From an optimization exercise on the open Yosys and OpenROAD flow, aimed at small area and a short achievable clock period; shortcuts taken in it are not production practice. Function was checked by simulation only, so behaviour that the tests miss may differ from the original. No activity file was given, so power comes from the tool's default toggle rates.

==> inputs of run G <==
Design alu_top, start of the top module:
module alu_top (
    input             clk,
    input      [7:0]  a,
    input      [7:0]  b,
    input      [3:0]  sel,
    output reg [15:0] out
);
clock: 32.0 ns
lec_check: 0
abc_area: 1
cap_margin: 20
core_margin: 2
core_utilization: 50
slew_margin: 20
standard.sh (not shown) runs the stock make flow with config.mk's settings and CLKGATE_MAP_FILE= SYNTH_SCRIPT=/design/flow/synth_recipe.tcl, a recipe that flattens the netlist after the stock synthesis.
==> flow/flow/run.sh <==
#!/bin/bash
# Layout flow: the standard ORFS layout (standard.sh) with these changes:
#  - synthesis is synth_recipe.tcl, except that
#    * the adder and multiplier modules (flow/fa_modules.txt) are kept as
#      separate modules until the end of synthesis (SYNTH_HIERARCHICAL=1,
#      then synth_recipe.tcl flattens as usual), and Yosys's full/half-adder
#      extraction (extract_fa) is applied to those modules only;
#    * Yosys's synth runs with -noabc, so the adder extraction sees the logic
#      as written;
#    * ABC maps the multiplier module with flow/synth_mul.abc (area-oriented)
#      and everything else with flow/synth.abc (delay-oriented);
#  - the resizer keeps a larger setup slack margin (flow/margin.txt), so it
#    sizes the critical paths instead of stopping at the 32 ns constraint;
#  - the smallest buffer (buf_1) on each port.
# Each tool's output goes to a log file in this folder.
set -euo pipefail
W=$(pwd)
MARGIN=$(cat flow/margin.txt)
FAMODS=$(cat flow/fa_modules.txt)
MULMODS=$(cat flow/mul_modules.txt)
{
  echo "proc abc {args} {"
  echo "  set i [lsearch \$args -script]"
  echo "  if {\$i < 0} { yosys abc {*}\$args; return }"
  echo "  set a1 \$args; lset a1 [expr {\$i + 1}] $W/flow/synth.abc"
  echo "  set a2 \$args; lset a2 [expr {\$i + 1}] $W/flow/synth_mul.abc"
  echo "  yosys abc {*}\$a2 $MULMODS"
  echo "  yosys abc {*}\$a1"
  echo "}"
  echo "proc extract_fa {args} { yosys extract_fa {*}\$args $FAMODS }"
  cat synth_recipe.tcl
} > my_synth.tcl
bash standard.sh SYNTH_SCRIPT=$W/my_synth.tcl SETUP_SLACK_MARGIN=$MARGIN \
  SYNTH_ARGS=-noabc SYNTH_HIERARCHICAL=1 SYNTH_INSBUF=0 \
  "BUFFER_PORTS_ARGS=-buffer_cell sky130_fd_sc_hd__buf_1" finish > orfs_make.log 2>&1
cp orfs/logs/*/alu_top/base/*.log . 2>/dev/null || true
==> flow/flow/fa_modules.txt <==
alu_addsub alu_mul
==> flow/flow/margin.txt <==
24.25
==> flow/flow/mul_modules.txt <==
alu_addsub alu_mul
==> flow/flow/synth.abc <==
strash
 dc2
 dch
 map -B 0.5
 topo
 stime -c
==> flow/flow/synth_mul.abc <==
strash
 dch
 map -a
 topo
 stime -c
 buffer -c
 upsize -c
 dnsize -c
==> run M: changes against run G <==
==> flow/flow/run.sh (replaced) <==
#!/bin/bash
# Layout flow: the standard ORFS layout (standard.sh) with these changes:
#  - synthesis is synth_recipe.tcl, except that ABC runs flow/synth.abc and
#    Yosys's full/half-adder extraction (extract_fa) is applied only to the
#    adder and multiplier modules (flow/fa_modules.txt), which are kept as
#    separate modules until the end of synthesis (SYNTH_HIERARCHICAL=1) and
#    then flattened by synth_recipe.tcl as usual;
#  - the resizer keeps a larger setup slack margin (flow/margin.txt), so it
#    sizes the critical paths instead of stopping at the 32 ns constraint;
#  - Yosys's synth runs with -noabc, so the adder extraction sees the logic as
#    written and the one ABC run (flow/synth.abc) maps everything;
#  - the smallest buffer (buf_1) on each port.
# Each tool's output goes to a log file in this folder.
set -euo pipefail
W=$(pwd)
MARGIN=$(cat flow/margin.txt)
FAMODS=$(cat flow/fa_modules.txt)
{
  echo "proc abc {args} {"
  echo "  set i [lsearch \$args -script]"
  echo "  if {\$i >= 0} { lset args [expr {\$i + 1}] $W/flow/synth.abc }"
  echo "  yosys abc {*}\$args"
  echo "}"
  echo "proc extract_fa {args} { yosys extract_fa {*}\$args $FAMODS }"
  cat synth_recipe.tcl
} > my_synth.tcl
EXTRA=(SYNTH_ARGS=-noabc)
[ -n "$FAMODS" ] && EXTRA+=(SYNTH_HIERARCHICAL=1 SYNTH_INSBUF=0)
[ -z "$FAMODS" ] && EXTRA+=(ADDER_MAP_FILE=)
bash standard.sh SYNTH_SCRIPT=$W/my_synth.tcl SETUP_SLACK_MARGIN=$MARGIN "${EXTRA[@]}" \
  "BUFFER_PORTS_ARGS=-buffer_cell sky130_fd_sc_hd__buf_1" finish > orfs_make.log 2>&1
cp orfs/logs/*/alu_top/base/*.log . 2>/dev/null || true
==> flow/flow/margin.txt (replaced) <==
23.5
==> flow/flow/synth.abc (replaced) <==
strash
 dch
 map -B 0.9
 topo
 stime -c
removed: flow/flow/mul_modules.txt
removed: flow/flow/synth_mul.abc
==> metrics.md <==
| Metric | Value |
|---|---|
| Post-Syn Nets | `693` |
| Row count | `33` |
| Delay-heaviest family, CP | `flip-flops` |
| # clk buffers | `5` |
| Power density cells | `41.4 mW/mm^2` |
| Adder-cell area share of the yosys netlist | `28.3%` |
| Levels on crit path | `1` |
| Status | `timing/DRC/antenna clean` |
| Combinational share of power | `53.0%` |
| Utilization after layout | `59.2%` |
| M3 GR Usage | `3.03%` |
the above is filed under run G

==> metrics.md <==
| Metric | Value |
|---|---|
| Post-Syn Nets | `856` |
| Adder-cell area share of the yosys netlist | `25.5%` |
| Utilization after layout | `57.8%` |
| # clk buffers | `7` |
| Power density cells | `37.0 mW/mm^2` |
| Crit path DAT | `7.76 ns` |
| Status | `timing/DRC/antenna clean` |
| M3 GR Usage | `4.90%` |
| Combinational share of power | `54.8%` |
| Area leader, netlist | `nand2_1` |
| Levels on crit path | `52` |
the above is filed under run M

## port drivers added, routing unchanged
Ports are ideal in the flow. The routed layouts listed here were re-timed in OpenROAD. Step 1: set_driving_cell puts a clkbuf_16 on clk and a buf_2 on each other input, an assumption about the parent block. Step 2 adds t to the input delays and takes it off the output delays; t is the mean of the earliest and latest rising clock arrival at the registers after step 1. Input paths then give back, and output paths get back, about the clock's delay inside the block. a / b / c = ideal ports / drivers / drivers and shift; a / b = the first two.
| run | t, ns | setup slack, ns | slew at the worst register clock pin (ns) | cell pins on the clock port's net |
|---|---|---|---|---|
| run G | 0.322 | 24.812 / 24.783 / 24.879 | 0.08 / 0.08 | 1 |
| run M | 0.328 | 24.442 / 24.442 / 24.442 | 0.09 / 0.09 | 1 |
After both steps every run listed still meets setup and hold.
